What follows belongs to an exercise in optimizing a design on an open flow for small area and a short achievable clock period; a production flow would make more cautious choices. At most, simulation tests tie the RTL to the original design; equivalence was not proved. No functional check of the RTL was part of runs 1 to 3. Power figures rest on the tool's default switching activity, not on a simulated workload.

$ cat config.mk
export PLATFORM = sky130hd
export DESIGN_NAME = reg_32x32
export DESIGN_NICKNAME = reg_32x32
export VERILOG_FILES = /design/flow/design.v
export SDC_FILE = /design/flow/constraint.sdc
export NUM_CORES = 4
export LEC_CHECK = 0
export CAP_MARGIN = 20
export CORE_MARGIN = 2
export CORE_UTILIZATION = 55
export SETUP_SLACK_MARGIN = 5
export SLEW_MARGIN = 20
export SYNTH_HIERARCHICAL = 1
$ cat constraint.sdc
create_clock -name core_clock -period 9.0 [get_ports {clk}]
set_input_delay 1.8000 -clock core_clock [delete_from_list [all_inputs] [get_ports {clk}]]
set_output_delay 1.8000 -clock core_clock [all_outputs]
set_load 0.01 [all_outputs]
$ cat design.v
`timescale 1ns / 1ps
module rf_inv(a, y);
	input a;
	output y;
	assign y = !a;
endmodule
module rf_nand2(a, b, y);
	input a, b;
	output y;
	assign y = !(a & b);
endmodule
module rf_nand3(a, b, c, y);
	input a, b, c;
	output y;
	assign y = !(a & b & c);
endmodule
module rf_nand4(a, b, c, d, y);
	input a, b, c, d;
	output y;
	assign y = !(a & b & c & d);
endmodule
module rf_nor2(a, b, y);
	input a, b;
	output y;
	assign y = !(a | b);
endmodule
module rf_nor3(a, b, c, y);
	input a, b, c;
	output y;
	assign y = !(a | b | c);
endmodule
module rf_xnor2(a, b, y);
	input a, b;
	output y;
	assign y = !(a ^ b);
endmodule
module rf_aoi22(s0, d0, s1, d1, y);
	input s0, d0, s1, d1;
	output y;
	assign y = !((s0 & d0) | (s1 & d1));
endmodule
module rf_aoi222(s0, d0, s1, d1, s2, d2, y);
	input s0, d0, s1, d1, s2, d2;
	output y;
	assign y = !((s0 & d0) | (s1 & d1) | (s2 & d2));
endmodule
module rf_next(q, b, we, nwe, d);
	input q, b, we, nwe;
	output d;
	assign d = (q & nwe) | (b & we);
endmodule
module rf_pdec2(a, an, yn);
	input [1:0] a, an;
	output [3:0] yn;
	genvar k;
	generate for (k = 0; k < 4; k = k + 1) begin : g
		rf_nand2 n(.a(k[0] ? a[0] : an[0]), .b(k[1] ? a[1] : an[1]), .y(yn[k]));
	end endgenerate
endmodule
module rf_pdec3(a, an, yn);
	input [2:0] a, an;
	output [7:0] yn;
	genvar k;
	generate for (k = 0; k < 8; k = k + 1) begin : g
		rf_nand3 n(.a(k[0] ? a[0] : an[0]), .b(k[1] ? a[1] : an[1]),
		           .c(k[2] ? a[2] : an[2]), .y(yn[k]));
	end endgenerate
endmodule
module rf_rdsel(A, RW, WE, wnz, we, sel);
	input [4:0] A, RW;
	input WE, wnz;
	input [31:1] we;
	output [31:0] sel;
	wire [4:0] An, eq;
	wire [3:0] lo;
	wire [7:0] hi;
	wire h1, h2;
	genvar i, r;
	generate for (i = 0; i < 5; i = i + 1) begin : b
		rf_inv inv(.a(A[i]), .y(An[i]));
		rf_xnor2 x(.a(A[i]), .b(RW[i]), .y(eq[i]));
	end endgenerate
	rf_pdec2 pl(.a(A[1:0]), .an(An[1:0]), .yn(lo));
	rf_pdec3 ph(.a(A[4:2]), .an(An[4:2]), .yn(hi));
	generate for (r = 1; r < 32; r = r + 1) begin : s
		rf_nor3 n(.a(lo[r % 4]), .b(hi[r / 4]), .c(we[r]), .y(sel[r]));
	end endgenerate
	rf_nand3 n1(.a(eq[0]), .b(eq[1]), .c(eq[2]), .y(h1));
	rf_nand4 n2(.a(eq[3]), .b(eq[4]), .c(WE), .d(wnz), .y(h2));
	rf_nor2 n3(.a(h1), .b(h2), .y(sel[0]));
endmodule
module rf_rdbit(sel, d, y);
	input [31:0] sel, d;
	output y;
	wire [10:0] g;
	wire [2:0] o;
	wire yn;
	genvar k;
	generate for (k = 0; k < 10; k = k + 1) begin : a
		rf_aoi222 x(.s0(sel[3*k]), .d0(d[3*k]), .s1(sel[3*k+1]), .d1(d[3*k+1]),
		            .s2(sel[3*k+2]), .d2(d[3*k+2]), .y(g[k]));
	end endgenerate
	rf_aoi22 x10(.s0(sel[30]), .d0(d[30]), .s1(sel[31]), .d1(d[31]), .y(g[10]));
	rf_nand4 n0(.a(g[0]), .b(g[1]), .c(g[2]), .d(g[3]), .y(o[0]));
	rf_nand4 n1(.a(g[4]), .b(g[5]), .c(g[6]), .d(g[7]), .y(o[1]));
	rf_nand3 n2(.a(g[8]), .b(g[9]), .c(g[10]), .y(o[2]));
	rf_nor3 n3(.a(o[0]), .b(o[1]), .c(o[2]), .y(yn));
	rf_inv n4(.a(yn), .y(y));
endmodule
module reg_32x32(clk,WE,RA,RB,RW,busA,busB,busW
    );
	input clk,WE;
	input [4:0]RA,RB,RW;
	input [31:0]busW;
	output [31:0]busA,busB;
	wire [4:0] RWn;
	wire WEn, z1, z2, wnz;
	wire [3:0] wlo;
	wire [7:0] whi;
	wire [31:1] we, nwe;
	wire [31:0] selA, selB;
	genvar i, r, j;
	generate for (i = 0; i < 5; i = i + 1) begin : wb
		rf_inv inv(.a(RW[i]), .y(RWn[i]));
	end endgenerate
	rf_inv wei(.a(WE), .y(WEn));
	rf_pdec2 wpl(.a(RW[1:0]), .an(RWn[1:0]), .yn(wlo));
	rf_pdec3 wph(.a(RW[4:2]), .an(RWn[4:2]), .yn(whi));
	rf_nor3 wz1(.a(RW[0]), .b(RW[1]), .c(RW[2]), .y(z1));
	rf_nor2 wz2(.a(RW[3]), .b(RW[4]), .y(z2));
	rf_nand2 wz(.a(z1), .b(z2), .y(wnz));
	generate for (r = 1; r < 32; r = r + 1) begin : g
		reg [31:0] q;
		wire [31:0] d;
		rf_nor3 w(.a(wlo[r % 4]), .b(whi[r / 4]), .c(WEn), .y(we[r]));
		rf_inv wn(.a(we[r]), .y(nwe[r]));
		for (j = 0; j < 32; j = j + 1) begin : n
			rf_next n(.q(q[j]), .b(busW[j]), .we(we[r]), .nwe(nwe[r]), .d(d[j]));
		end
		always @(posedge clk)
			q <= d;
	end endgenerate
	rf_rdsel sa(.A(RA), .RW(RW), .WE(WE), .wnz(wnz), .we(we), .sel(selA));
	rf_rdsel sb(.A(RB), .RW(RW), .WE(WE), .wnz(wnz), .we(we), .sel(selB));
	generate for (j = 0; j < 32; j = j + 1) begin : b
		wire [31:0] col;
		assign col[0] = busW[j];
		for (r = 1; r < 32; r = r + 1) begin : c
			assign col[r] = g[r].q[j];
		end
		rf_rdbit ra(.sel(selA), .d(col), .y(busA[j]));
		rf_rdbit rb(.sel(selB), .d(col), .y(busB[j]));
	end endgenerate
endmodule
$ cat run.sh
#!/bin/bash
# synth_recipe.tcl (not shown) runs the flow's synth.tcl, then flattens the netlist and writes it again
# the make line also repeats each setting of config.mk as NAME=value (left out here)
make -C /OpenROAD-flow-scripts/flow DESIGN_CONFIG=/design/flow/config.mk WORK_HOME=/design/flow/orfs CLKGATE_MAP_FILE= SYNTH_SCRIPT=/design/flow/synth_recipe.tcl finish
==> impl_results.md, run 1 <==
- Core Area: 0.0703 mm^2
- Post-Route Setup TNS: 0 ps
- Clock latency at the later pin of the worst-skew pair: 680 ps
- Post-synthesis xor/xnor area fraction: 0.224%
- Skew final: 0 ps
- Final core utilization: 72.4%
- Synth Area in Compound Gates: 40.6%
- Register area: 0.0199 mm^2
- #FFs+latches synth: 992
- CP Capture Type: output port
- Synth area leaders: dfxtp_1 51%, a22o_1 22%, a222oi_1 16%
- Multi-input logic area: 0.0199 mm^2
- # diodes: 0
- Die footprint: 0.0734 mm^2
- Leakage: 19.7 nW
- Simple-Gate Fraction of Synth Area: 7.42%
- Commonest cells after routing, fill and taps aside: 992 x a22o_1, 992 x dfxtp_1, 640 x a222oi_1, 271 x buf_4, 130 x nand4_1
- Worst-margin pin slew: 1230 ps
- Cell variety after synth: 11
- Post-DP HPWL: 110 mm
- Metal3 WL: 33.4 mm
- Final setup violation count: 0
- Outcome: timing/DRC/antenna clean
- Initial Util: 55.7%
- Met2 Wirelength: 77.7 mm
- Place WS: 997 ps
- Mux share of post-synthesis cell area: 0%
- Largest net degree at the start of global routing: 34
- Post-route DRC: 0
- Die Width: 271 um
- Clk sinks: 992
- CTS tree: yes
- Syn Inst Count: 3203
- Slew Viols, Final: 0
- Clock-pin transition on the worst setup and hold timing paths: 60 ps
- Pre-antenna DRT Iters: 22
- Clock root cell: clkbuf_16
- Io pins: 113
- Class of the worst hold path: flip-flop to flip-flop
- Die Height: 271 um
- Reg2reg start: g[14].q[2]$_DFF_P_
- I/O Buffers: 112
- Nets: 3903
- Unrepaired setup endpoints after global routing: yes
- Mapped cell area: 0.0392 mm^2
- Vias in the first global route: 39.1k
- VDD IR max: 0.000191 V
- Area growth, synth to finish: 30.0%
- Slack of the critical path: 2520 ps
- Post-DRT Antenna Nets: 0
- Setup crit start: RB[1]
- Largest family of logic cells by synthesized area: compound AO/OA/AOI/OAI gates
- Routed WL: 189 mm
- Crit start category: input port
- Wire length on met1: 64.9 mm
- Max_slew headroom: 17.8%
- Routability congestion estimate: 0.952
- H-tree levels: 3
- Maximum clock path buffer count: 3
- Maxcap violations: 0
- Max Fclk: 154 MHz
- Top-area cell type share of the netlist area: 50.7%
- Row Count: 97
- Layout cells sized above 1: 24.8%
- Top flop regs: g.q x992
- Iter 0 DRT Violations: 10.9k
- Kind of critical path: input port to output port
- Initial antenna violation count: 3
- Max FFs per register: 992
- Via density: 8.63
- Routed via count: 42.1k
- Critical path peak fanout: 8
- Largest register by flop count: g.q
- Fill cell count: 4777
- Final hold vios: 0
- Yosys top cell by area: dfxtp_1
- Highest Signal Layer: met5
- Hold_sp: g[4].q[18]$_DFF_P_
- Avg WL per Cell: 38.8 um
- First-pass GRT wire length: 268 mm
- Seq/Total Area, Yosys: 50.7%
- Synth warn: 7
- Cts bufs inserted: 100
- Hold Buf Count CTS: 0
- Synth Area in Adders: 0%
- Synthesized Nets: 3252
- Congestion Overflow GR: 0
- Tmin final: 6480 ps
- Tot GR Track Use: 48.4%
- Period utilization: 72.0%
- Worst endpoint required time: 7200 ps
- Power density cells: 243 mW/mm^2
- CP arrival: 4680 ps
- Syn avg cell area: 12.2 um^2
[synth_stat cells]
| cell | count |
|---|---|
| a222oi_1 | 640 |
| nand2_1 | 13 |
| inv_1 | 111 |
| nor2_1 | 3 |
| nor3_2 | 158 |
| a22o_1 | 992 |
| xnor2_1 | 10 |
| a22oi_2 | 64 |
| nand4_1 | 130 |
| dfxtp_1 | 992 |
| nand3_1 | 90 |
[per-layer routing]
layer  vias to the layer above  GRT usage, %
li1                      16200             -
met1                     20200          61.9
met2                      4453          70.3
met3                      1124          19.9
met4                         8          23.9
met5                         -             0
[power by group]
part,leakage [nW],total (W),internal (W),switching [W]
clock,1.75,0.00454,0.00270,0.00185
sequential,8.26,0.00602,0.00527,0.000751
combinational,9.71,0.00182,0.00100,0.000818
total,19.7,0.0124,0.00897,0.00342
[metrics by stage]
step | cell area [um^2] | power (W) | cells | hold slack [ps]
after floorplan | 39200 | 0.00699 | 3203 | 475
after global placement | 43400 | 0.00762 | 4427 | 486
after detailed placement | 43500 | 0.00776 | 4435 | 494
after CTS | 50000 | 0.0122 | 4802 | 510
after global routing | 50900 | 0.0127 | 4875 | 523
final | 50900 | 0.0124 | 4875 | 512
[per-module statistics from Yosys, one instance, submodules excluded, a selection]
module,area [um^2],copies in the design,cells,flip-flops and latches
rf_next,8.76,992,1,0
rf_nand3,5.00,90,1,0
reg_32x32,19900,1,992,992
rf_nor3,10.0,158,1,0
rf_nand2,3.75,13,1,0
rf_nor2,3.75,3,1,0
rf_nand4,6.26,130,1,0
rf_aoi22,12.5,64,1,0
rf_xnor2,8.76,10,1,0
rf_inv,3.75,111,1,0
[worst paths after layout]
path / endpoint / slack [ps] / depth (start not counted)
worst max-delay path: busB[17] / 2520 / 11
worst min-delay path: g[4].q[18]$_DFF_P_ / 510 / 1
worst max register to register: g[14].q[2]$_DFF_P_ / 8260 / 1
worst min register to register: g[4].q[18]$_DFF_P_ / 510 / 1
[worst max-delay path, cell delays in order]
cell and delay [ps]:
clkdlybuf4s15_2 330, inv_2 150, nand2_8 240, nor3_4 130, buf_4 170, buf_6 130
a222oi_1 550, nand4_1 530, nor3_2 410, inv_1 80, buf_2 150
[cell type report]
cell class	instances	share of cell area (%)
clock buffer	144	5.85
clock inverter	39	1.14
inverter	111	0.912
multi-input combinational	2102	39.2
sequential	992	39.0
tap	940	2.31
timing repair buffer	547	11.6
[repair_timing]
item,in CTS,in global routing
setup endpoints to repair,797,75
gates cloned,31,7
buffers inserted,153,66
pin swaps,327,134
gates resized for setup,589,55
[logic make-up after synthesis]
family	after synthesis
compound gates	1696
flops	992
simple gates	394
buf+inv	111
xor+xnor	10
==> run 2: changes to the inputs <==
--- a/config.mk
+++ b/config.mk
@@ -9,4 +9,5 @@
 export CORE_MARGIN = 2
 export CORE_UTILIZATION = 55
+export CTS_BUF_LIST = sky130_fd_sc_hd__clkbuf_8
 export SETUP_SLACK_MARGIN = 5
 export SLEW_MARGIN = 20
==> run 2 against run 1 <==
Effect of this change: wire length shrank 0.29%; synthesized cell count is the same; combinational power is essentially flat; core utilization grew 0.42 points; power shrank 3.6%; critical path type unchanged; hold slack lost 2.0 ps; largest power group unchanged; die area is the same; first-iteration DRC count shrank 0.67%; non-clock buffer count grew 45; largest cell class unchanged.
==> impl_results.md, run 2 <==
- Outcome: timing/DRC/antenna clean
- Number of flops mapped to enable cells by yosys: 0
- Leakage: 20.2 nW
- Largest family of logic cells by synthesized area: compound AO/OA/AOI/OAI gates
- Syn avg cell area: 12.2 um^2
- Top flop regs: g.q x992
- Clock latency at the later pin of the worst-skew pair: 800 ps
- Die Height: 271 um
- Layout cells sized above 1: 26.5%
- CP Capture Type: output port
- Nets: 4008
- Multi-input logic area: 0.0200 mm^2
- Capture point of the worst reg-to-reg path: g[31].q[20]$_DFF_P_
- Synthesized Nets: 3252
- Cts bufs inserted: 160
- Synth warn: 7
- Period utilization: 72.5%
- CP bufs+invs: 9
- Async S/R FF share, synth: 0%
- Power density cells: 233 mW/mm^2
- Io pins: 113
- Initial antenna violation count: 2
- Yosys top cell by area: dfxtp_1
- R2R setup slack: 8270 ps
- CTS tree: yes
- Crit path to: busB[31]
- Top-area cell type share of the netlist area: 50.7%
- Critical path peak fanout: 7
- H-tree levels: 4
- CP Depth: 14
- Final std cells w/o fill: 5032
- Cell variety after synth: 11
- Post-Route Setup TNS: 0 ps
- Worst endpoint required time: 7200 ps
- Tmin final: 6530 ps
- I/O Buffers: 112
- Final Cell Area: 0.0512 mm^2
- Max FFs per register: 992
- Largest register by flop count: g.q
- Kind of critical path: input port to output port
- Routed WL: 189 mm
- Die footprint: 0.0734 mm^2
- Worst-path cell chain: buf_8, clkinvlp_4, buf_12, buf_8, nor3_4, buf_12, nor3_4, buf_4, buf_8, a222oi_1, nand4_1, nor3_2, inv_1, buf_2
- Pre-antenna DRT Iters: 17
- Final setup violation count: 0
- Via density: 8.40
- Post-DP HPWL: 110 mm
- VDD IR max: 0.000179 V
- Clk sinks: 992
- Die Width: 271 um
- Area growth, synth to finish: 30.7%
- Seq/Total Area, Yosys: 50.7%
- Reg2reg start: g[31].q[20]$_DFF_P_
- Synth Area in Adders: 0%
- Clock-pin transition on the worst setup and hold timing paths: 50 ps
- Simple-Gate Fraction of Synth Area: 7.42%
- CP dominant cell by count: buf_8
- Iter 0 DRT Violations: 10.8k
- Post-DRT Antenna Nets: 0
- Core Area: 0.0703 mm^2
- Class of the worst hold path: flip-flop to flip-flop
- Fill cell count: 4748
- Tot GR Track Use: 48.1%
- Synth Area in Compound Gates: 40.6%
- Setup crit start: WE
- Maxcap violations: 0
- Crit start category: input port
- Syn Inst Count: 3203
- Commonest cells after routing, fill and taps aside: 992 x a22o_1, 992 x dfxtp_1, 640 x a222oi_1, 281 x buf_4, 198 x clkbuf_8
- Vias in the first global route: 39.4k
- Max_slew headroom: 18.1%
- Mux share of post-synthesis cell area: 0%
- Prevailing post-synth register cell: dfxtp_1
- Maximum clock path buffer count: 3
- Hold Buf Count CTS: 0
- Synth area leaders: dfxtp_1 51%, a22o_1 22%, a222oi_1 16%
- CP max stage cell: a222oi_1
- Most frequent cells after synthesis: 992 x a22o_1, 992 x dfxtp_1, 640 x a222oi_1
- Worst path max stage delay: 610 ps
- Final hold vios: 0
- Largest net degree at the start of global routing: 35
- Slew Viols, Final: 0
- Placed insts: 4435
- Initial Util: 55.7%
- Avg WL per Cell: 37.5 um
- Skew final: 0 ps
- Crit path max-delay family: simple AND/OR/NAND/NOR gates
- First-pass GRT wire length: 267 mm
- Hold Slack: 510 ps
- Routed via count: 42.3k
- Register area: 0.0199 mm^2
- Row Count: 97
- Congestion Overflow GR: 0
- Max Fclk: 153 MHz
- #FFs+latches synth: 992
- Routability congestion estimate: 0.952
- Unrepaired setup endpoints after global routing: yes
- Worst-margin pin slew: 1220 ps
- FF-to-FF path depth: 1
- Mapped cell area: 0.0392 mm^2
- Post-route DRC: 0
- Post-synthesis xor/xnor area fraction: 0.224%
- Final core utilization: 72.9%
- Placed inst area: 0.0435 mm^2
- Clock root cell: clkbuf_8
- CP arrival: 4730 ps
## run 2: cell counts after synthesis
No cell type changed its count.
## run 2: routing by layer
metal	wire length (um)	vias up	share of wire (%)	GRT usage, %
li1	-	16500	-	-
met1	63700	20300	34	61.6
met2	77300	4424	41	69.8
met3	34500	1078	18	20.1
met4	13200	4	7.0	23.2
met5	106	-	0.056	0.987
## run 2: worst min-delay path by stage
| stage | from | cells past startpoint | slack (ps) | end |
|---|---|---|---|---|
| final | g[13].q[1]$_DFF_P_ | 1 | 510 | g[13].q[1]$_DFF_P_ |
| after global routing | g[13].q[9]$_DFF_P_ | 1 | 520 | g[13].q[9]$_DFF_P_ |
| after CTS | g[4].q[18]$_DFF_P_ | 1 | 510 | g[4].q[18]$_DFF_P_ |
| after detailed placement | g[16].q[29]$_DFF_P_ | 1 | 490 | g[16].q[29]$_DFF_P_ |
| after global placement | g[18].q[14]$_DFF_P_ | 1 | 490 | g[18].q[14]$_DFF_P_ |
| after floorplan | g[12].q[0]$_DFF_P_ | 1 | 480 | g[12].q[0]$_DFF_P_ |
## run 2: logic make-up after synthesis
group	count (synthesis)
flops	992
simple gates	394
buf+inv	111
compound gates	1696
xor+xnor	10
## run 2: final cells by class
type / count / area share, %
multi-input cells: 2102 / 39.0
repair buffers: 592 / 12.5
clock buffers: 198 / 5.32
flip-flops and latches: 992 / 38.8
well taps: 940 / 2.30
diodes: 1 / 0.00489
clock inverters: 96 / 1.24
inverters: 111 / 0.904
## run 2: timing repair
action	4_1_cts	5_1_grt
buffers inserted	170	98
setup endpoints to repair	698	64
cloned	29	5
pin swaps	343	173
resized for setup	594	97
## run 2: per-stage QoR
stage,setup WS [ps],total power (W)
finish,2470,0.0119
detailed placement,997,0.00776
floorplan,2330,0.00699
global placement,897,0.00762
CTS,2820,0.0117
global route,2510,0.0123
## run 2: modules after synthesis (local to each module, per instance), excerpt
| module | copies in the design | cells | flip-flops and latches |
|---|---|---|---|
| reg_32x32 | 1 | 992 | 992 |
| rf_aoi222 | 640 | 1 | 0 |
| rf_inv | 111 | 1 | 0 |
| rf_nand2 | 13 | 1 | 0 |
| rf_nand4 | 130 | 1 | 0 |
| rf_next | 992 | 1 | 0 |
| rf_nor2 | 3 | 1 | 0 |
| rf_xnor2 | 10 | 1 | 0 |
## run 2: power breakdown
group | internal (W) | switching, W
clock network | 0.00218 | 0.00192
registers | 0.00527 | 0.000746
logic | 0.00101 | 0.000819
==> run 3: changes to the inputs <==
--- a/design.v
+++ b/design.v
@@ -34,14 +34,4 @@
 	output y;
 	assign y = !(a ^ b);
-endmodule
-module rf_aoi22(s0, d0, s1, d1, y);
-	input s0, d0, s1, d1;
-	output y;
-	assign y = !((s0 & d0) | (s1 & d1));
-endmodule
-module rf_aoi222(s0, d0, s1, d1, s2, d2, y);
-	input s0, d0, s1, d1, s2, d2;
-	output y;
-	assign y = !((s0 & d0) | (s1 & d1) | (s2 & d2));
 endmodule
 module rf_next(q, b, we, nwe, d);
@@ -90,21 +80,21 @@
 	rf_nor2 n3(.a(h1), .b(h2), .y(sel[0]));
 endmodule
+module rf_or8(s, d, y);
+	input [7:0] s, d;
+	output y;
+	assign y = |(s & d);
+endmodule
 module rf_rdbit(sel, d, y);
 	input [31:0] sel, d;
 	output y;
-	wire [10:0] g;
-	wire [2:0] o;
-	wire yn;
+	wire [3:0] o;
+	wire [1:0] p;
 	genvar k;
-	generate for (k = 0; k < 10; k = k + 1) begin : a
-		rf_aoi222 x(.s0(sel[3*k]), .d0(d[3*k]), .s1(sel[3*k+1]), .d1(d[3*k+1]),
-		            .s2(sel[3*k+2]), .d2(d[3*k+2]), .y(g[k]));
+	generate for (k = 0; k < 4; k = k + 1) begin : n
+		rf_or8 x(.s(sel[8*k+7:8*k]), .d(d[8*k+7:8*k]), .y(o[k]));
 	end endgenerate
-	rf_aoi22 x10(.s0(sel[30]), .d0(d[30]), .s1(sel[31]), .d1(d[31]), .y(g[10]));
-	rf_nand4 n0(.a(g[0]), .b(g[1]), .c(g[2]), .d(g[3]), .y(o[0]));
-	rf_nand4 n1(.a(g[4]), .b(g[5]), .c(g[6]), .d(g[7]), .y(o[1]));
-	rf_nand3 n2(.a(g[8]), .b(g[9]), .c(g[10]), .y(o[2]));
-	rf_nor3 n3(.a(o[0]), .b(o[1]), .c(o[2]), .y(yn));
-	rf_inv n4(.a(yn), .y(y));
+	rf_nor2 r0(.a(o[0]), .b(o[1]), .y(p[0]));
+	rf_nor2 r1(.a(o[2]), .b(o[3]), .y(p[1]));
+	rf_nand2 f(.a(p[0]), .b(p[1]), .y(y));
 endmodule
 module reg_32x32(clk,WE,RA,RB,RW,busA,busB,busW
==> config.mk (replaced) <==
export PLATFORM = sky130hd
export DESIGN_NAME = reg_32x32
export DESIGN_NICKNAME = reg_32x32
export VERILOG_FILES = /design/flow/design.v
export SDC_FILE = /design/flow/constraint.sdc
export NUM_CORES = 4
export LEC_CHECK = 0
export CAP_MARGIN = 10
export CORE_MARGIN = 2
export CORE_UTILIZATION = 45
export SETUP_SLACK_MARGIN = 3.5
export SLEW_MARGIN = 10
export SYNTH_HIERARCHICAL = 1
==> run 3 against run 2 <==
Effect of this change: still clean; maximum frequency increased by 7.2%; clock skew is the same; core utilization fell by 11 points; area after synthesis rose by 2.0%; sequential cell count unchanged; combinational power increased by 5%; hold slack barely moved; cell count up 12%; global-route usage decreased by 5.1 points; clock power increased by 11%; synthesized cell count increased by 14%; critical path type unchanged; largest cell class unchanged.
==> impl_results.md, run 3 <==
- CP max stage cell: nand4_1
- Syn Inst Count: 3651
- Nets: 4449
- Avg WL per Cell: 36.6 um
- Cts bufs inserted: 105
- Slew Viols, Final: 0
- Largest net degree at the start of global routing: 34
- Routed via count: 43.3k
- #FFs+latches synth: 992
- First-pass GRT wire length: 289 mm
- Unrepaired setup endpoints after global routing: yes
- Pre-antenna DRT Iters: 7
- Post-DRT Antenna Nets: 0
- Post-route DRC: 0
- Io pins: 113
- Clock root cell: clkbuf_16
- Iter 0 DRT Violations: 6856
- Commonest cells after routing, fill and taps aside: 992 x a22o_1, 992 x dfxtp_1, 848 x a22oi_1, 297 x buf_4, 258 x nand4_1
- Congestion Overflow GR: 0
- CTS tree: yes
- Kind of critical path: input port to output port
- Initial Util: 45.3%
- Max_slew headroom: 15.8%
- Worst path max stage delay: 320 ps
- Top flop regs: g.q x992
- Layout cells sized above 1: 27.4%
- Power density cells: 229 mW/mm^2
- Leakage: 20.5 nW
- Mapped cell area: 0.0400 mm^2
- Skew final: 0 ps
- CP arrival: 4290 ps
- Prevailing post-synth register cell: dfxtp_1
- Die Width: 302 um
- Syn avg cell area: 10.9 um^2
- Placed inst area: 0.0446 mm^2
- Maxcap violations: 0
- Cell variety after synth: 10
- Synthesized Nets: 3700
- Final hold vios: 0
- Die footprint: 0.0912 mm^2
- Yosys top cell by area: dfxtp_1
- Row Count: 109
- Period utilization: 67.7%
- Die Height: 302 um
- Vias in the first global route: 40.2k
- Crit path max-delay family: buffers and inverters
- I/O Buffers: 112
- Clk sinks: 992
- Post-Route Setup TNS: 0 ps
- Final setup violation count: 0
- H-tree levels: 3
- Synth area leaders: dfxtp_1 50%, a22o_1 22%, a22oi_1 19%
- Crit start category: input port
- Worst endpoint required time: 7200 ps
- Maximum clock path buffer count: 3
- Final Cell Area: 0.0547 mm^2
- Number of flops mapped to enable cells by yosys: 0
- Fill cell count: 6955
- Seq/Total Area, Yosys: 49.7%
- Largest register by flop count: g.q
- Most frequent cell after synthesis: a22oi_1
- Outcome: timing/DRC/antenna clean
- Worst-path cell chain: buf_6, inv_4, nand2_8, nor3_4, buf_6, buf_12, nor3_4, buf_12, buf_12, buf_4, buf_6, a22oi_2, nand4_1, nor2_2, nand2_1, buf_2
- Area growth, synth to finish: 37.0%
- Routed WL: 207 mm
- CP bufs+invs: 9
- Max Fclk: 164 MHz
- Top-area cell type share of the netlist area: 49.7%
- Class of the worst hold path: flip-flop to flip-flop
- Worst-margin pin slew: 1260 ps
- Tmin final: 6090 ps
- Most frequent cells after synthesis: 1024 x a22oi_1, 992 x a22o_1, 992 x dfxtp_1
- Initial antenna violation count: 4
- Tot GR Track Use: 43.1%
- Core Area: 0.0882 mm^2
- CP Capture Type: output port
- Async S/R FF share, synth: 0%
- Critical path peak fanout: 8
- Via density: 7.65
- Clock latency at the later pin of the worst-skew pair: 690 ps
- Post-DP HPWL: 113 mm
- Clock-pin transition on the worst setup and hold timing paths: 60 ps
- Max FFs per register: 992
- Synth warn: 7
- Routability congestion estimate: 0.953
- VDD IR max: 0.000203 V
- Hold Buf Count CTS: 0
run 3: changes by cell type after synthesis, moves of 128 or more:
cell	delta
a222oi_1	-640
nor2_1	+128
nand4_1	+128
a22oi_1	+1024
run 3: worst paths after layout:
| check | start | to | slack [ps] | cells after the start |
|---|---|---|---|---|
| max | RW[1] | busA[25] | 2910 | 16 |
| min | g[17].q[8]$_DFF_P_ | g[17].q[8]$_DFF_P_ | 510 | 1 |
| max reg2reg | g[13].q[27]$_DFF_P_ | g[13].q[27]$_DFF_P_ | 8240 | 1 |
| min reg2reg | g[17].q[8]$_DFF_P_ | g[17].q[8]$_DFF_P_ | 510 | 1 |
run 3: metal layers:
layer	vias to the layer above	share of wire, %	GRT usage (%)
met3	1019	15	13.9
met2	3839	42	64.0
li1	17400	-	-
met5	-	0.0068	0.466
met1	21100	37	56.1
met4	4	7.1	22.1
run 3: logic make-up (layout without fill, tap and decap cells):
logic type	Yosys count	in the layout	share of synthesized area (%)
compound gates	2016	2016	41.0
simple gates	586	591	8.67
other cells	0	2	0
buf+inv	47	879	0.441
flops	992	992	49.7
xor+xnor	10	10	0.219
run 3: area by class of cell:
cell class / instances / area, um^2 / share of cell area [%]
Multi-Input combinational cell: 2617 / 22500 / 41.1
Sequential cell: 992 / 19900 / 36.3
Timing Repair Buffer: 637 / 7130 / 13.0
Clock buffer: 154 / 3130 / 5.71
Tap cell: 1165 / 1460 / 2.66
Clock inverter: 41 / 453 / 0.828
Inverter: 47 / 220 / 0.402
Antenna cell: 2 / 5.00 / 0.00914
run 3: per-module statistics from Yosys (local to each module, per instance), excerpt:
module / times used / cell area, um^2
rf_nand2: 77 / 3.75
rf_nand3: 26 / 5.00
reg_32x32: 1 / 19900
rf_nand4: 2 / 6.26
rf_next: 992 / 8.76
rf_nor3: 94 / 10.0
rf_xnor2: 10 / 8.76
rf_inv: 47 / 3.75
rf_or8: 256 / 36.3
rf_nor2: 131 / 3.75
run 3: report_power, final:
part	internal, W	switching, W	leakage, nW
clock	0.00266	0.00190	1.78
combinational	0.00106	0.000863	10.4
sequential	0.00527	0.000760	8.26
run 3: what timing repair did:
item                       4_1_cts  5_1_grt
resized for setup              909      247
setup buffers                  231       71
setup endpoints to repair       64       64
pin swaps                      282      268
gates cloned                    27       11
run 3: per-stage QoR:
stage | hold WS, ps | util [%] | worst slack (ps) | std cells | power [W]
finish | 510 | 62.0 | 2910 | 5655 | 0.0125
global route | 522 | 62.0 | 2880 | 5653 | 0.0129
CTS | 509 | 60.0 | 2870 | 5571 | 0.0123
detailed placement | 495 | 50.5 | 1180 | 5118 | 0.00769
global placement | 489 | 50.5 | 1190 | 5118 | 0.00765
floorplan | 478 | - | 2590 | 3651 | 0.00693
==> run 4: changes to the inputs <==
--- a/design.v
+++ b/design.v
@@ -34,9 +34,4 @@
 	output y;
 	assign y = !(a ^ b);
-endmodule
-module rf_next(q, b, we, nwe, d);
-	input q, b, we, nwe;
-	output d;
-	assign d = (q & nwe) | (b & we);
 endmodule
 module rf_pdec2(a, an, yn);
@@ -108,5 +103,5 @@
 	wire [3:0] wlo;
 	wire [7:0] whi;
-	wire [31:1] we, nwe;
+	wire [31:1] we;
 	wire [31:0] selA, selB;
 	genvar i, r, j;
@@ -120,14 +115,10 @@
 	rf_nor2 wz2(.a(RW[3]), .b(RW[4]), .y(z2));
 	rf_nand2 wz(.a(z1), .b(z2), .y(wnz));
+	reg [31:0] file_array [31:1];
+	always @(posedge clk)
+		if (WE && (RW != 0)) file_array[RW] <= busW;
 	generate for (r = 1; r < 32; r = r + 1) begin : g
-		reg [31:0] q;
-		wire [31:0] d;
+		wire [31:0] q = file_array[r];
 		rf_nor3 w(.a(wlo[r % 4]), .b(whi[r / 4]), .c(WEn), .y(we[r]));
-		rf_inv wn(.a(we[r]), .y(nwe[r]));
-		for (j = 0; j < 32; j = j + 1) begin : n
-			rf_next n(.q(q[j]), .b(busW[j]), .we(we[r]), .nwe(nwe[r]), .d(d[j]));
-		end
-		always @(posedge clk)
-			q <= d;
 	end endgenerate
 	rf_rdsel sa(.A(RA), .RW(RW), .WE(WE), .wnz(wnz), .we(we), .sel(selA));
--- a/config.mk
+++ b/config.mk
@@ -9,5 +9,8 @@
 export CORE_MARGIN = 2
 export CORE_UTILIZATION = 45
-export SETUP_SLACK_MARGIN = 3.5
+export CTS_BUF_LIST = sky130_fd_sc_hd__clkbuf_4 sky130_fd_sc_hd__clkbuf_8 sky130_fd_sc_hd__clkbuf_16
+export CTS_CLUSTER_DIAMETER = 100
+export CTS_CLUSTER_SIZE = 25
+export SETUP_SLACK_MARGIN = 3.0
 export SLEW_MARGIN = 10
 export SYNTH_HIERARCHICAL = 1
==> run 4 against run 3 <==
Effect of this change: still clean; area after synthesis rose by 3.4%; hold slack improved by 1500 ps; die area rose by 3.3%; clock power fell by 46%; wire length fell by 23%; global-route usage fell by 10 points; critical endpoint is now busA[29]; critical path depth fell by 4.
==> impl_results.md, run 4 <==
- Initial Util: 45.2%
- H-tree levels: 2
- Post-Route Setup TNS: 0 ps
- Crit start category: input port
- First-pass GRT wire length: 223 mm
- Clk sinks: 992
- Final hold vios: 0
- Setup crit start: RW[0]
- Core Area: 0.0914 mm^2
- Routability congestion estimate: 0.924
- Max_slew headroom: 24.1%
- Critical path peak fanout: 32
- Maxcap violations: 0
- Commonest non-fill, non-tap cell in the layout: a22oi_1
- Hold_sp: busW[19]
- Via density: 7.38
- Pre-antenna DRT Iters: 6
- Routed via count: 32.4k
- Kind of critical path: input port to output port
- Slew Viols, Final: 0
- Worst endpoint required time: 7200 ps
- CTS tree: yes
- Async S/R FF share, synth: 0%
- Synth warn: 7
- Vias in the first global route: 31.4k
- Hold Buf Count CTS: 0
- Power density cells: 166 mW/mm^2
- CP arrival: 4420 ps
- Worst-margin pin slew: 1140 ps
- Mapped cell area: 0.0413 mm^2
- Seq/Total Area, Yosys: 72.1%
- Top-area cell type share of the netlist area: 72.1%
- Synthesized Nets: 2723
- Post-DRT Antenna Nets: 0
- Max FFs per register: 992
- Period utilization: 69.1%
- Congestion Overflow GR: 0
- Routed WL: 159 mm
- Syn Inst Count: 2674
- Largest register by flop count: file_array
- Syn avg cell area: 15.5 um^2
- Final setup violation count: 0
- Commonest cells after routing, fill and taps aside: 996 x a22oi_1, 992 x edfxtp_1, 281 x buf_4, 259 x nand4_1, 93 x nor3_4
- Tot GR Track Use: 32.7%
- Avg WL per Cell: 36.3 um
- Clock-pin transition on the worst setup and hold timing paths: 90 ps
- Row Count: 111
- Most frequent cell after synthesis: a22oi_1
- Cts bufs inserted: 46
- Layout cells sized above 1: 23.1%
- Number of flops mapped to enable cells by yosys: 992
- Max Fclk: 161 MHz
- Clock root cell: clkbuf_16
- Post-DP HPWL: 92.0 mm
- Nets: 3239
- Iter 0 DRT Violations: 5357
- Area growth, synth to finish: 22.1%
- Die Height: 307 um
- Leakage: 15.5 nW
- Prevailing post-synth register cell: edfxtp_1
- Post-route DRC: 0
- Tmin final: 6220 ps
- VDD IR max: 0.000134 V
- #FFs+latches synth: 992
- Cell variety after synth: 15
- Io pins: 113
- Yosys top cell by area: edfxtp_1
- Most frequent cells after synthesis: 1024 x a22oi_1, 992 x edfxtp_1, 259 x nand4_1
- Hold Slack: 2000 ps
- Maximum clock path buffer count: 3
- Unrepaired setup endpoints after global routing: yes
- Die Width: 307 um
- CP Capture Type: output port
- Top flop regs: file_array x992
- Initial antenna violation count: 4
- Largest net degree at the start of global routing: 34
- Class of the worst hold path: input port to flip-flop
- Synth area leaders: edfxtp_1 72%, a22oi_1 19%, nand4_1 3.9%
- I/O Buffers: 112
- Die footprint: 0.0943 mm^2
- Outcome: timing/DRC/antenna clean
## run 4: cell count changes after synthesis, sizes merged
cell,before,now
a22o,992,0
clkbuf,0,3
dfxtp,992,0
edfxtp,0,992
inv,47,16
nand2,77,78
nand2b,0,2
nand4,258,259
nand4b,0,3
nand4bb,0,3
nor2,131,162
or2,0,1
or4b,0,1
## run 4: metal layers
layer	global-route usage (%)	vias up	part of all wire, %
met5	0	-	0.017
met4	15.7	4	6.0
met3	7.27	608	13
met2	51.1	2739	45
met1	43.7	16200	36
li1	-	12800	-
## run 4: cell families (layout without fill, tap and decap cells)
| kind of cell | after synthesis | count (layout) | share of synthesized area (%) |
|---|---|---|---|
| AO/OA/AOI/OAI | 1024 | 1024 | 18.6 |
| other | 0 | 2 | 0 |
| XOR/XNOR | 10 | 10 | 0.212 |
| AND/OR/NAND/NOR | 629 | 631 | 8.91 |
| buffers and inverters | 19 | 539 | 0.173 |
| flip-flops | 992 | 992 | 72.1 |
## run 4: path summary, 6_finish.rpt
| kind | slack [ps] | end | depth (start not counted) |
|---|---|---|---|
| setup / recovery | 2780 | busA[29] | 12 |
| hold / removal | 2000 | file_array[14][19]$_DFFE_PP_ | 2 |
## run 4: cell type report
type,count,area [um^2]
antenna,2,5.00
inverter,16,83.8
clock buffer,49,1230
multi-input combinational,1665,13200
tap,1186,1480
clock inverter,5,68.8
sequential,992,29800
timing repair buffer,469,4590
fill,7157,40900
## run 4: metrics by stage
step                util, %  instances  power, W  instance area (um^2)  worst slack (ps)
detailed placement     50.2       4145   0.00593                 45900              1380
finish                 55.2       4384   0.00837                 50500              2780
global placement       50.2       4145   0.00592                 45900              1390
CTS                    54.6       4357   0.00834                 49900              2810
floorplan                 -       2674   0.00550                 41500              3000
global route           55.2       4382   0.00855                 50400              2700
## run 4: what timing repair did
action | in CTS | in global routing
pin swaps | 153 | 106
resized for setup | 381 | 101
setup buffers | 155 | 20
hold endpoints to repair | 0 | 0
setup endpoints to repair | 64 | 63
cloned | 3 | 5
## run 4: critical path: stages
cell	delay, ps
buf_4	190
inv_2	180
nand2_8	140
nor3_4	270
buf_4	170
nor3_4	40
buf_12	170
a22oi_1	250
nand4_1	270
nor2_4	270
nand2_1	80
clkdlybuf4s50_1	480
## run 4: power breakdown
part	internal, W	leakage [nW]	switching [W]
logic	0.000249	5.96	0.000523
clock network	0.00101	0.638	0.00143
registers	0.00513	8.94	0.0000271
total	0.00639	15.5	0.00198
## run 4: Yosys stat by module (local to each module, per instance), excerpt
module	copies in the design	flip-flops and latches
rf_inv	16	0
rf_nand3	26	0
reg_32x32	1	992
rf_nor3	94	0
rf_or8	256	0
rf_nand4	2	0
rf_xnor2	10	0
rf_nand2	77	0
rf_nor2	131	0
==> run 5: changes to the inputs <==
==> flow/run.sh (new file) <==
#!/bin/bash
set -euo pipefail
export BUFFER_PORTS_ARGS="-buffer_cell sky130_fd_sc_hd__buf_2"
export CTS_ARGS="-sink_clustering_enable -repair_clock_nets -dont_use_dummy_load -buf_list {sky130_fd_sc_hd__clkbuf_4 sky130_fd_sc_hd__clkbuf_8 sky130_fd_sc_hd__clkbuf_16} -sink_clustering_size 25 -sink_clustering_max_diameter 100"
bash standard.sh > flow.log 2>&1
==> standard.sh (new file) <==
#!/bin/bash
# synth_recipe.tcl (not shown) runs the flow's synth.tcl, then flattens the netlist and writes it again
# the make line also repeats each setting of config.mk as NAME=value (left out here)
make -C /OpenROAD-flow-scripts/flow DESIGN_CONFIG=/design/flow/config.mk WORK_HOME=/design/flow/orfs CLKGATE_MAP_FILE= SYNTH_SCRIPT=/design/flow/synth_recipe.tcl "${@:-finish}"
==> config.mk (replaced) <==
export PLATFORM = sky130hd
export DESIGN_NAME = reg_32x32
export DESIGN_NICKNAME = reg_32x32
export VERILOG_FILES = /design/flow/design.v
export SDC_FILE = /design/flow/constraint.sdc
export NUM_CORES = 4
export LEC_CHECK = 0
export CAP_MARGIN = 10
export CORE_MARGIN = 2
export CORE_UTILIZATION = 45
export SETUP_SLACK_MARGIN = 3.3
export SLEW_MARGIN = 10
export SYNTH_HIERARCHICAL = 1
removed: run.sh
==> run 5 against run 4 <==
Effect of this change: combinational power is 1% lower; setup slack better by 350 ps; sequential cell count unchanged; die area unchanged; wire length is 1.6% higher; maximum frequency up 5.9%; largest cell class unchanged; sequential power hardly changed.
==> impl_results.md, run 5 <==
- Outcome: timing/DRC/antenna clean
- Core Area: 0.0914 mm^2
- Routed WL: 162 mm
- Avg WL per Cell: 38.4 um
- Power density cells: 167 mW/mm^2
- Die Height: 307 um
- Cell variety after synth: 15
- Clock share of power: 28.0%
- Hold Buf Count CTS: 0
- Top flop regs: file_array x992
- Kind of critical path: input port to output port
- CP arrival: 4070 ps
- Tmin final: 5870 ps
- Clock root cell: clkbuf_16
- Clk sinks: 992
- Max FFs per register: 992
- I/O Buffers: 112
- Max Fclk: 170 MHz
- Worst endpoint required time: 7200 ps
- Unrepaired setup endpoints after global routing: yes
- Crit start category: input port
- Internal: 0.00627 W
- Synth area leaders: edfxtp_1 72%, a22oi_1 19%, nand4_1 3.9%
- VDD IR max: 0.000138 V
- Routability congestion estimate: 0.959
- Die footprint: 0.0943 mm^2
- Area growth, synth to finish: 19.4%
- Class of the worst hold path: input port to flip-flop
- Switching power total: 0.00195 W
- Via density: 7.58
- Leakage: 14.7 nW
- CP Capture Type: output port
- Worst-margin pin slew: 1070 ps
- Yosys top cell by area: edfxtp_1
- Row Count: 111
- Prevailing post-synth register cell: edfxtp_1
- Commonest cells after routing, fill and taps aside: 992 x edfxtp_1, 955 x a22oi_1, 259 x nand4_1, 94 x nor2_4, 93 x nor3_4
- CTS tree: yes
- Synth warn: 7
- Congestion Overflow GR: 0
- Seq/Total Area, Yosys: 72.1%
- Syn Inst Count: 2674
- Final Cell Area: 0.0493 mm^2
- Hold Slack: 1680 ps
- Layout cells sized above 1: 23.0%
- Iter 0 DRT Violations: 5286
- Vias in the first global route: 31.0k
- Comb power frac: 9.3%
- Final hold vios: 0
- Initial antenna violation count: 5
- Critical path peak fanout: 5
- Syn avg cell area: 15.5 um^2
- Cts bufs inserted: 46
- Synthesized Nets: 2723
- Tot GR Track Use: 31.8%
- Largest net degree at the start of global routing: 34
- Io pins: 113
- Final std cells w/o fill: 4214
- Max_slew headroom: 28.9%
- Post-route DRC: 0
- Top-area cell type share of the netlist area: 72.1%
- Routed via count: 31.9k
- Pre-antenna DRT Iters: 6
- Commonest non-fill, non-tap cell in the layout: edfxtp_1
- Number of flops mapped to enable cells by yosys: 992
- Flop pwr share: 62.7%
- Post-Route Setup TNS: 0 ps
- Largest register by flop count: file_array
- Slew Viols, Final: 0
- Final setup violation count: 0
- Mapped cell area: 0.0413 mm^2
- Nets: 3078
- Post-DRT Antenna Nets: 0
- Clock-pin transition on the worst setup and hold timing paths: 100 ps
- Maximum clock path buffer count: 3
- Placed insts: 4079
- Placed inst area: 0.0448 mm^2
- First-pass GRT wire length: 214 mm
- Async S/R FF share, synth: 0%
- Most frequent cell after synthesis: a22oi_1
- H-tree levels: 2
- Maxcap violations: 0
- Most frequent cells after synthesis: 1024 x a22oi_1, 992 x edfxtp_1, 259 x nand4_1
- #FFs+latches synth: 992
- Die Width: 307 um
- Final Power: 0.00823 W
- Post-DP HPWL: 85.4 mm
- Sw Ratio: 23.7%
- Period utilization: 65.2%
- Initial Util: 45.2%
-- run 5: cell counts after synthesis --
Identical to the previous run, type by type.
-- run 5: path summary, 6_finish.rpt --
kind                  startpoint                      endpoint  cells after the start
worst max-delay path       RW[2]                       busA[6]                     13
worst min-delay path    busW[19]  file_array[16][19]$_DFFE_PP_                      2
-- run 5: worst max-delay path, cell delays in order --
cell,delay (ps)
buf_16,110
clkinvlp_4,120
buf_12,120
nand3_4,140
nor3_4,270
buf_6,140
nor3_4,60
buf_12,190
a22oi_1,190
nand4_1,360
nor2_4,320
nand2_2,90
buf_2,150
-- run 5: per-layer routing --
layer	part of all wire, %	track usage (%)	wire [um]
met2	46	49.7	73900
met4	6.3	17.4	10100
met1	35	40.8	56000
met3	13	7.96	21700
met5	0.027	0	43
-- run 5: area by class of cell --
| class | count | area, um^2 |
|---|---|---|
| sequential | 992 | 29800 |
| timing repair inverter | 1 | 7.51 |
| inverter | 16 | 95.1 |
| antenna | 1 | 2.50 |
| timing repair buffer | 308 | 3360 |
| multi-input combinational | 1664 | 13400 |
| fill | 7265 | 42100 |
| tap | 1186 | 1480 |
| clock buffer | 46 | 1150 |
-- run 5: repair_timing --
action                     4_1_cts  5_1_grt
setup buffers                   16       47
pin swaps                       66      174
resized for setup              294      239
setup endpoints to repair       64       64
cloned                           2       23
-- run 5: power by group through the flow --
stage	registers, W	clock network (W)	logic, W
after floorplan	0.00526	0	0.000249
after global placement	0.00526	0	0.000588
after detailed placement	0.00527	0	0.000599
after CTS	0.00516	0.00231	0.000662
after global routing	0.00517	0.00246	0.000784
final	0.00516	0.00230	0.000764
-- run 5: logic make-up after synthesis --
logic type | synth area share [%]
AO/OA/AOI/OAI | 18.6
XOR/XNOR | 0.212
buffers and inverters | 0.173
flip-flops | 72.1
AND/OR/NAND/NOR | 8.91
-- run 5: through the flow --
stage | util [%] | setup slack (ps)
CTS | 51.8 | 3280
finish | 54.0 | 3130
global route | 54.0 | 3130
global placement | 49.0 | 2290
floorplan | - | 3650
detailed placement | 49.0 | 2230
-- run 5: per-module statistics from Yosys (local to each module, per instance), excerpt --
module,flip-flops and latches,times used,cell area (um^2)
rf_nor3,0,94,10.0
rf_xnor2,0,10,8.76
rf_nand4,0,2,6.26
rf_inv,0,16,3.75
rf_nor2,0,131,3.75
rf_nand2,0,77,3.75
==> run 6: changes to the inputs <==
--- a/design.v
+++ b/design.v
@@ -52,4 +52,14 @@
 	end endgenerate
 endmodule
+module rf_pdec3e(e, a, an, yn);
+	input e;
+	input [2:0] a, an;
+	output [7:0] yn;
+	genvar k;
+	generate for (k = 0; k < 8; k = k + 1) begin : g
+		rf_nand4 n(.a(e), .b(k[0] ? a[0] : an[0]), .c(k[1] ? a[1] : an[1]),
+		           .d(k[2] ? a[2] : an[2]), .y(yn[k]));
+	end endgenerate
+endmodule
 module rf_rdsel(A, RW, WE, wnz, we, sel);
 	input [4:0] A, RW;
@@ -100,5 +110,5 @@
 	output [31:0]busA,busB;
 	wire [4:0] RWn;
-	wire WEn, z1, z2, wnz;
+	wire z1, z2, wnz;
 	wire [3:0] wlo;
 	wire [7:0] whi;
@@ -109,7 +119,6 @@
 		rf_inv inv(.a(RW[i]), .y(RWn[i]));
 	end endgenerate
-	rf_inv wei(.a(WE), .y(WEn));
 	rf_pdec2 wpl(.a(RW[1:0]), .an(RWn[1:0]), .yn(wlo));
-	rf_pdec3 wph(.a(RW[4:2]), .an(RWn[4:2]), .yn(whi));
+	rf_pdec3e wph(.e(WE), .a(RW[4:2]), .an(RWn[4:2]), .yn(whi));
 	rf_nor3 wz1(.a(RW[0]), .b(RW[1]), .c(RW[2]), .y(z1));
 	rf_nor2 wz2(.a(RW[3]), .b(RW[4]), .y(z2));
@@ -120,5 +129,5 @@
 	generate for (r = 1; r < 32; r = r + 1) begin : g
 		wire [31:0] q = file_array[r];
-		rf_nor3 w(.a(wlo[r % 4]), .b(whi[r / 4]), .c(WEn), .y(we[r]));
+		rf_nor2 w(.a(wlo[r % 4]), .b(whi[r / 4]), .y(we[r]));
 	end endgenerate
 	rf_rdsel sa(.A(RA), .RW(RW), .WE(WE), .wnz(wnz), .we(we), .sel(selA));
==> run 6 against run 5 <==
Effect of this change: sequential share of layout area grew 1.6 points; largest power group unchanged; core utilization shrank 0.74 points; power shrank 1.3%; area after synthesis shrank 0.45%; cell area shrank 2.6%; clock power is essentially flat; hold slack gained 41 ps; cell count shrank 0.50%; setup slack gained 110 ps; still clean; combinational power shrank about 10%; sequential power is essentially flat.
==> impl_results.md, run 6 <==
- Congestion Overflow GR: 0
- Final hold vios: 0
- Synth warn: 7
- Cell variety after synth: 15
- Tmin final: 5760 ps
- Maximum clock path buffer count: 3
- Async S/R FF share, synth: 0%
- Slew Viols, Final: 0
- Clock-pin transition on the worst setup and hold timing paths: 100 ps
- Layout cells sized above 1: 20.5%
- Pre-antenna DRT Iters: 6
- Post-DP HPWL: 86.8 mm
- Most frequent cells after synthesis: 1024 x a22oi_1, 992 x edfxtp_1, 267 x nand4_1
- Critical path peak fanout: 10
- Outcome: timing/DRC/antenna clean
- Worst-margin pin slew: 983 ps
- Post-route DRC: 0
- CP Capture Type: output port
- Initial Util: 45.6%
- Most frequent cell after synthesis: a22oi_1
- Post-DRT Antenna Nets: 0
- Synthesized Nets: 2722
- Routed WL: 156 mm
- Top flop regs: file_array x992
- Routed via count: 31.2k
- Number of flops mapped to enable cells by yosys: 992
- Prevailing post-synth register cell: edfxtp_1
- Top-area cell type share of the netlist area: 72.4%
- Area growth, synth to finish: 16.9%
- Die Width: 306 um
- Crit path to: busB[4]
- VDD IR max: 0.000107 V
- I/O Buffers: 112
- Initial antenna violation count: 11
- Unrepaired setup endpoints after global routing: yes
- Class of the worst hold path: input port to flip-flop
- Largest register by flop count: file_array
- Routability congestion estimate: 0.885
- Max FFs per register: 992
- Period utilization: 64.0%
- Die Height: 306 um
- Seq/Total Area, Yosys: 72.4%
- Hold Path Cell Cnt: 1
- Syn avg cell area: 15.4 um^2
- CP arrival: 3960 ps
- Largest net degree at the start of global routing: 34
- Avg WL per Cell: 37.3 um
- Iter 0 DRT Violations: 5363
- Clock root cell: clkbuf_16
- Via density: 7.45
- Commonest cells after routing, fill and taps aside: 993 x a22oi_1, 992 x edfxtp_1, 267 x nand4_1, 112 x nor2_4, 106 x buf_2
- Setup crit start: RW[1]
- Maxcap violations: 0
- Post-Route Setup TNS: 0 ps
- Row Count: 110
- Power density cells: 169 mW/mm^2
- Commonest non-fill, non-tap cell in the layout: a22oi_1
- Max Fclk: 174 MHz
- H-tree levels: 2
- Cts bufs inserted: 46
- #FFs+latches synth: 992
- Final setup violation count: 0
- Core Area: 0.0903 mm^2
- Vias in the first global route: 30.1k
- Yosys top cell by area: edfxtp_1
- Kind of critical path: input port to output port
- Final Power: 0.00812 W
- CTS tree: yes
- Clk sinks: 992
- Crit start category: input port
- Nets: 3064
- First-pass GRT wire length: 216 mm
- Max_slew headroom: 34.5%
- Synth area leaders: edfxtp_1 72%, a22oi_1 19%, nand4_1 4.1%
- Leakage: 14.2 nW
- Syn Inst Count: 2673
- Die footprint: 0.0938 mm^2
- Hold Buf Count CTS: 0
- Tot GR Track Use: 32.0%
- Worst endpoint required time: 7200 ps
- Io pins: 113
- Mapped cell area: 0.0411 mm^2
-- run 6: area by class of cell --
| class | instances | area (um^2) |
|---|---|---|
| Antenna cell | 4 | 10.0 |
| Clock buffer | 46 | 1150 |
| Fill cell | 7238 | 42200 |
| Inverter | 15 | 68.8 |
| Multi-Input combinational cell | 1663 | 12900 |
| Sequential cell | 992 | 29800 |
| Tap cell | 1176 | 1470 |
| Timing Repair Buffer | 297 | 2670 |
-- run 6: power by group --
part / internal [W] / total, W / switching (W) / leakage (nW)
clock: 0.000917 / 0.00228 / 0.00136 / 0.567
sequential: 0.00513 / 0.00516 / 0.0000264 / 8.94
combinational: 0.000186 / 0.000687 / 0.000501 / 4.69
total: 0.00624 / 0.00812 / 0.00189 / 14.2
-- run 6: metrics by stage --
step	setup slack, ps	hold slack [ps]	area [um^2]	util (%)	std cells
after CTS	3250	1680	47300	52.4	4172
final	3240	1720	48100	53.2	4193
after global routing	3250	1710	48100	53.2	4189
after floorplan	3580	1900	41100	-	2673
after detailed placement	2470	2360	44600	49.4	4059
after global placement	2570	2330	44600	49.4	4059
-- run 6: modules after synthesis (local to each module, per instance), excerpt --
module,area (um^2),copies in the design,cells
reg_32x32,30000,1,1038
rf_or8,36.3,256,5
rf_nor3,10.0,63,1
rf_xnor2,8.76,10,1
rf_nand4,6.26,10,1
rf_nand3,5.00,18,1
rf_inv,3.75,15,1
rf_nand2,3.75,77,1
rf_nor2,3.75,162,1
-- run 6: cells by family after synthesis --
| kind of cell | synth area share (%) |
|---|---|
| AOI/OAI and AO/OA | 18.7 |
| DFF | 72.4 |
| and+or+nand+nor | 8.50 |
| buffers and inverters | 0.164 |
| xor gates and xnor gates | 0.213 |
-- run 6: worst min path at each step --
stage                  start                      endpoint  slack, ps
floorplan            busW[0]   file_array[10][0]$_DFFE_PP_       1900
global placement    busW[20]   file_array[3][20]$_DFFE_PP_       2330
detailed placement  busW[17]  file_array[16][17]$_DFFE_PP_       2360
CTS                 busW[17]  file_array[25][17]$_DFFE_PP_       1680
global route        busW[20]  file_array[12][20]$_DFFE_PP_       1710
finish              busW[17]  file_array[16][17]$_DFFE_PP_       1720
-- run 6: what timing repair did --
action,CTS,global route
pin swaps,68,78
gates resized for setup,248,131
setup buffers,67,12
setup endpoints to repair,64,64
hold endpoints to repair,0,0
gates cloned,0,5
-- run 6: critical path, stage by stage --
cell and delay (ps):
clkbuf_4 240, inv_4 100, nand2_8 150, nor2_4 80, nor3_4 510, clkbuf_16 300, a22oi_1 100, nand4_1 250
nor2_4 100, nand2_1 150, buf_2 160
-- run 6: layer usage --
metal	track usage (%)	wire length, um	up-vias
met1	42.1	55700	15800
met4	13.3	8070	14
met2	51.1	72500	2518
li1	-	-	12400
met5	0	77	-
met3	7.60	20200	452
==> run 7: changes to the inputs <==
--- a/config.mk
+++ b/config.mk
@@ -9,5 +9,5 @@
 export CORE_MARGIN = 2
 export CORE_UTILIZATION = 45
-export SETUP_SLACK_MARGIN = 3.3
+export SETUP_SLACK_MARGIN = 3.1
 export SLEW_MARGIN = 10
 export SYNTH_HIERARCHICAL = 1
==> run 7 against run 6 <==
Effect of this change: still clean; clock power barely moved; clock-buffer cell count did not move; sequential share of layout area rose by 1.1 points; wire length fell by 2.0%; synthesized cell count did not move; combinational power fell by 4.5%; critical path depth did not move; die area did not move; cell area fell by 1.8%; critical endpoint is now busB[22]; largest power group unchanged.
==> impl_results.md, run 7 <==
- Outcome: timing/DRC/antenna clean
- Clock share of power: 28.1%
- Maxcap violations: 0
- Hold Slack: 1720 ps
- Top-area cell type share of the netlist area: 72.4%
- Post-DRT Antenna Nets: 0
- Layout cells sized above 1: 18.2%
- Max Fclk: 170 MHz
- Flop pwr share: 63.8%
- Syn avg cell area: 15.4 um^2
- Mapped cell area: 0.0411 mm^2
- CTS tree: yes
- Worst endpoint required time: 7200 ps
- Setup crit start: RW[1]
- Comb power frac: 8.1%
- Avg WL per Cell: 36.7 um
- Prevailing post-synth register cell: edfxtp_1
- Synth area leaders: edfxtp_1 72%, a22oi_1 19%, nand4_1 4.1%
- Most frequent cells after synthesis: 1024 x a22oi_1, 992 x edfxtp_1, 267 x nand4_1
- Final setup violation count: 0
- Worst path max stage delay: 310 ps
- Unrepaired setup endpoints after global routing: no
- Synth warn: 7
- Largest register by flop count: file_array
- Most frequent cell after synthesis: a22oi_1
- Crit start category: input port
- Power density cells: 171 mW/mm^2
- Initial antenna violation count: 11
- First-pass GRT wire length: 215 mm
- Sw Ratio: 23.1%
- VDD IR max: 0.000106 V
- Class of the worst hold path: input port to flip-flop
- Initial Util: 45.6%
- Post-route DRC: 0
- Cts bufs inserted: 46
- Commonest non-fill, non-tap cell in the layout: a22oi_1
- Iter 0 DRT Violations: 5093
- CP max stage cell: buf_4
- Area growth, synth to finish: 14.8%
- Leakage: 13.9 nW
- #FFs+latches synth: 992
- Commonest cells after routing, fill and taps aside: 1017 x a22oi_1, 992 x edfxtp_1, 267 x nand4_1, 121 x buf_4, 107 x buf_2
- Clock root cell: clkbuf_16
- Period utilization: 65.4%
- I/O Buffers: 112
- H-tree levels: 2
- Via density: 7.38
- Clk sinks: 992
- Die Height: 306 um
- Core Area: 0.0903 mm^2
- Tmin final: 5880 ps
- Largest net degree at the start of global routing: 34
- Routed WL: 153 mm
- CP dominant cell by count: buf_2
- Routed via count: 30.8k
- Async S/R FF share, synth: 0%
- Yosys top cell by area: edfxtp_1
- Vias in the first global route: 29.9k
- Seq/Total Area, Yosys: 72.4%
- CP Depth: 11
- Pre-antenna DRT Iters: 7
- CP bufs+invs: 4
- Internal: 0.00622 W
- Congestion Overflow GR: 0
- Die footprint: 0.0938 mm^2
- Max FFs per register: 992
- Post-DP HPWL: 86.8 mm
- Maximum clock path buffer count: 3
- Clock-pin transition on the worst setup and hold timing paths: 100 ps
- Final Power: 0.00809 W
- Tot GR Track Use: 31.9%
- Nets: 3047
- Top flop regs: file_array x992
- Cell variety after synth: 15
- Post-Route Setup TNS: 0 ps
- Die Width: 306 um
- Slew Viols, Final: 0
- Switching power total: 0.00187 W
- Synthesized Nets: 2722
- Crit path to: busB[22]
- Syn Inst Count: 2673
- Routability congestion estimate: 0.885
- CP arrival: 4080 ps
- Io pins: 113
- Worst-path cell chain: buf_2, inv_1, nand2_4, nor2_2, nor3_4, buf_4, a22oi_1, nand4_1, nor2_1, nand2_1, buf_2
- CP Capture Type: output port
- Critical path peak fanout: 32
- Number of flops mapped to enable cells by yosys: 992
- Kind of critical path: input port to output port
- Crit path max-delay family: simple AND/OR/NAND/NOR gates
- Worst-margin pin slew: 979 ps
- Row Count: 110
- Max_slew headroom: 34.7%
- Final hold vios: 0
-- run 7: power by group through the flow --
stage	registers (W)	clock network, W	logic, W
after global routing	0.00517	0.00244	0.000679
final	0.00516	0.00227	0.000656
after CTS	0.00516	0.00229	0.000623
after global placement	0.00526	0	0.000580
after floorplan	0.00526	0	0.000230
after detailed placement	0.00527	0	0.000589
-- run 7: how the worst min path moves through the flow --
stage                     slack (ps)     start  cells after the start                           end
after floorplan                 1900   busW[0]                      0   file_array[10][0]$_DFFE_PP_
after global placement          2330  busW[20]                      1   file_array[3][20]$_DFFE_PP_
after detailed placement        2360  busW[17]                      1  file_array[16][17]$_DFFE_PP_
after CTS                       1680  busW[17]                      1  file_array[25][17]$_DFFE_PP_
after global routing            1720  busW[20]                      1  file_array[12][20]$_DFFE_PP_
final                           1720  busW[17]                      1  file_array[16][17]$_DFFE_PP_
-- run 7: logic make-up (layout without fill, tap and decap cells) --
| logic type | Yosys count | count (layout) | share of synthesized area [%] |
|---|---|---|---|
| AO/OA/AOI/OAI | 1024 | 1024 | 18.7 |
| flip-flops | 992 | 992 | 72.4 |
| AND/OR/NAND/NOR | 629 | 629 | 8.50 |
| buffers and inverters | 18 | 341 | 0.164 |
| XOR/XNOR | 10 | 10 | 0.213 |
| other | 0 | 4 | 0 |
-- run 7: per-stage QoR --
stage / std cells / setup slack (ps) / instance area, um^2 / util (%)
global route: 4172 / 3090 / 47200 / 52.3
floorplan: 2673 / 3580 / 41100 / -
CTS: 4171 / 3070 / 46900 / 51.9
global placement: 4059 / 2570 / 44600 / 49.4
finish: 4176 / 3120 / 47200 / 52.3
detailed placement: 4059 / 2470 / 44600 / 49.4
-- run 7: per-module statistics from Yosys (local to each module, per instance), excerpt --
module | copies in the design | cell area, um^2 | flip-flops and latches
reg_32x32 | 1 | 30000 | 992
rf_inv | 15 | 3.75 | 0
rf_nand2 | 77 | 3.75 | 0
rf_nand3 | 18 | 5.00 | 0
rf_nand4 | 10 | 6.26 | 0
rf_nor2 | 162 | 3.75 | 0
rf_nor3 | 63 | 10.0 | 0
rf_or8 | 256 | 36.3 | 0
rf_xnor2 | 10 | 8.76 | 0
-- run 7: cell type report --
| cell class | count | area [um^2] |
|---|---|---|
| Fill cell | 7331 | 43100 |
| Sequential cell | 992 | 29800 |
| Multi-Input combinational cell | 1663 | 12500 |
| Timing Repair Buffer | 280 | 2190 |
| Tap cell | 1176 | 1470 |
| Clock buffer | 46 | 1150 |
| Inverter | 15 | 56.3 |
| Antenna cell | 4 | 10.0 |
-- run 7: layer usage --
layer / track usage (%) / part of all wire, % / vias up
li1: - / - / 12400
met1: 42.0 / 36 / 15600
met2: 50.7 / 46 / 2415
met3: 7.58 / 13 / 431
met4: 14.0 / 5.0 / 12
met5: 0 / 0.042 / -
-- run 7: repair_timing --
item	in CTS	in global routing
resized for setup	149	79
endpoints found under the setup margin	64	64
hold buffers	0	0
buffers inserted	66	1
pin swaps	34	19
cloned	0	0
==> run 8: changes to the inputs <==
--- a/config.mk
+++ b/config.mk
@@ -12,2 +12,3 @@
 export SLEW_MARGIN = 10
 export SYNTH_HIERARCHICAL = 1
+export TNS_END_PERCENT = 10
==> run 8 against run 7 <==
Effect of this change: core utilization fell by 0.20 points; power barely moved; die area did not move; synthesized cell count did not move; largest cell class unchanged; first-iteration DRC count fell by 1.1%; still clean; global-route usage fell by 0.070 points.
==> impl_results.md, run 8 <==
- Worst endpoint required time: 7200 ps
- Placed inst area: 0.0446 mm^2
- Period utilization: 65.8%
- Place WS: 2470 ps
- Post-Route Setup TNS: 0 ps
- Most frequent cell after synthesis: a22oi_1
- Crit path max-delay family: simple AND/OR/NAND/NOR gates
- Die Width: 306 um
- Worst-margin pin slew: 987 ps
- Synth area leaders: edfxtp_1 72%, a22oi_1 19%, nand4_1 4.1%
- VDD IR max: 0.000106 V
- Post-route DRC: 0
- Prevailing post-synth register cell: edfxtp_1
- CP bufs+invs: 5
- Core Area: 0.0903 mm^2
- Via density: 7.36
- Syn Inst Count: 2673
- Critical path peak fanout: 18
- Seq/Total Area, Yosys: 72.4%
- Initial Util: 45.6%
- Max Fclk: 169 MHz
- Worst-path cell chain: clkbuf_4, inv_2, nand4_1, nor2_4, nor3_4, buf_4, buf_4, a22oi_1, nand4_1, nor2_2, nand2_1, buf_2
- Slew Viols, Final: 0
- Die footprint: 0.0938 mm^2
- Max_slew headroom: 34.2%
- Outcome: timing/DRC/antenna clean
- First-pass GRT wire length: 215 mm
- Clk sinks: 992
- Async S/R FF share, synth: 0%
- Mapped cell area: 0.0411 mm^2
- Congestion Overflow GR: 0
- Commonest non-fill, non-tap cell in the layout: a22oi_1
- Slack of the critical path: 3080 ps
- Yosys top cell by area: edfxtp_1
- Leakage: 13.9 nW
- Largest register by flop count: file_array
- I/O Buffers: 112
- Post-DP HPWL: 86.8 mm
- Setup crit start: RW[3]
- Nets: 3046
- Placed insts: 4059
- CTS tree: yes
- Class of the worst hold path: input port to flip-flop
- Routed via count: 30.7k
- Tot GR Track Use: 31.8%
- #FFs+latches synth: 992
- Final hold vios: 0
- Cts bufs inserted: 46
- Pre-antenna DRT Iters: 6
- Hold Buf Count CTS: 0
- Avg WL per Cell: 36.7 um
- Final setup violation count: 0
- Routability congestion estimate: 0.885
- Max FFs per register: 992
- Iter 0 DRT Violations: 5039
- Most frequent cells after synthesis: 1024 x a22oi_1, 992 x edfxtp_1, 267 x nand4_1
- Final Power: 0.00809 W
- CP Capture Type: output port
- Unrepaired setup endpoints after global routing: yes
- Maxcap violations: 0
- Io pins: 113
- Final std cells w/o fill: 4173
- H-tree levels: 2
- Largest net degree at the start of global routing: 34
- Post-DRT Antenna Nets: 0
- CP arrival: 4120 ps
- Routed WL: 153 mm
- Top flop regs: file_array x992
- Synthesized Nets: 2722
- Cell variety after synth: 15
- CP max stage cell: a22oi_1
- Row Count: 110
- Clock-pin transition on the worst setup and hold timing paths: 100 ps
- Maximum clock path buffer count: 3
- Worst path max stage delay: 310 ps
- Synth warn: 7
- Commonest cells after routing, fill and taps aside: 1021 x a22oi_1, 992 x edfxtp_1, 267 x nand4_1, 120 x buf_4, 109 x buf_2
- Final Cell Area: 0.0470 mm^2
- Fill cell count: 7344
- Clock root cell: clkbuf_16
- Initial antenna violation count: 11
- Vias in the first global route: 29.9k
- Crit start category: input port
- Area growth, synth to finish: 14.3%
- Number of flops mapped to enable cells by yosys: 992
- Top-area cell type share of the netlist area: 72.4%
- Syn avg cell area: 15.4 um^2
- Layout cells sized above 1: 17.5%
- Power density cells: 172 mW/mm^2
- Tmin final: 5920 ps
- Hold_sp: busW[20]
- Die Height: 306 um
- Kind of critical path: input port to output port
==> run 8: changes by cell type in the layout (fill, tap and decap cells not counted), sizes merged <==
cell    previous run  this run
clkbuf            48        49
buf              278       276
diode              4         2
==> run 8: cell type report <==
cell class | instances | area [um^2] | area share (%)
flip-flops and latches | 992 | 29800 | 63.3
multi-input cells | 1663 | 12400 | 26.4
repair buffers | 279 | 2160 | 4.59
well taps | 1176 | 1470 | 3.13
clock buffers | 46 | 1150 | 2.45
inverters | 15 | 56.3 | 0.120
diodes | 2 | 5.00 | 0.0106
==> run 8: final timing paths <==
check             depth (start not counted)  slack [ps]                      endpoint
setup / recovery                         12        3080                      busB[26]
hold / removal                            1        1710  file_array[12][20]$_DFFE_PP_
==> run 8: stage by stage <==
step	hold slack, ps	util [%]
after floorplan	1900	-
after global placement	2330	49.4
after detailed placement	2360	49.4
after CTS	1680	51.8
after global routing	1720	52.1
final	1710	52.1
==> run 8: per-layer routing <==
metal | GRT usage, % | vias to the layer above | wire length (um)
met5 | 0 | - | 78
met4 | 13.7 | 14 | 7630
met3 | 7.85 | 407 | 19300
met2 | 50.8 | 2364 | 71400
met1 | 41.6 | 15600 | 54900
li1 | - | 12400 | -
==> run 8: cells by family (layout without fill, tap and decap cells) <==
family,count (synthesis),in the layout,synth area share [%]
other cells,0,2,0
buf+inv,18,340,0.164
flops,992,992,72.4
compound gates,1024,1024,18.7
xor+xnor,10,10,0.213
simple gates,629,629,8.50
==> run 8: Yosys stat by module (local to each module, per instance), excerpt <==
module     flip-flops and latches  cell area, um^2  cells  times used
reg_32x32                     992            30000   1038           1
rf_inv                          0             3.75      1          15
rf_nand2                        0             3.75      1          77
rf_nand3                        0             5.00      1          18
rf_nand4                        0             6.26      1          10
rf_nor2                         0             3.75      1         162
rf_nor3                         0             10.0      1          63
rf_or8                          0             36.3      5         256
rf_xnor2                        0             8.76      1          10
==> run 8: what timing repair did <==
| action | CTS | global route |
|---|---|---|
| pin swaps | 32 | 12 |
| gates resized for setup | 104 | 79 |
| setup endpoints to repair | 64 | 64 |
| buffers inserted | 66 | 0 |
==> run 8: where the power goes <==
part	internal (W)	leakage, nW	switching [W]
logic	0.000167	4.40	0.000481
registers	0.00513	8.94	0.0000259
clock network	0.000917	0.567	0.00136
total	0.00622	13.9	0.00187
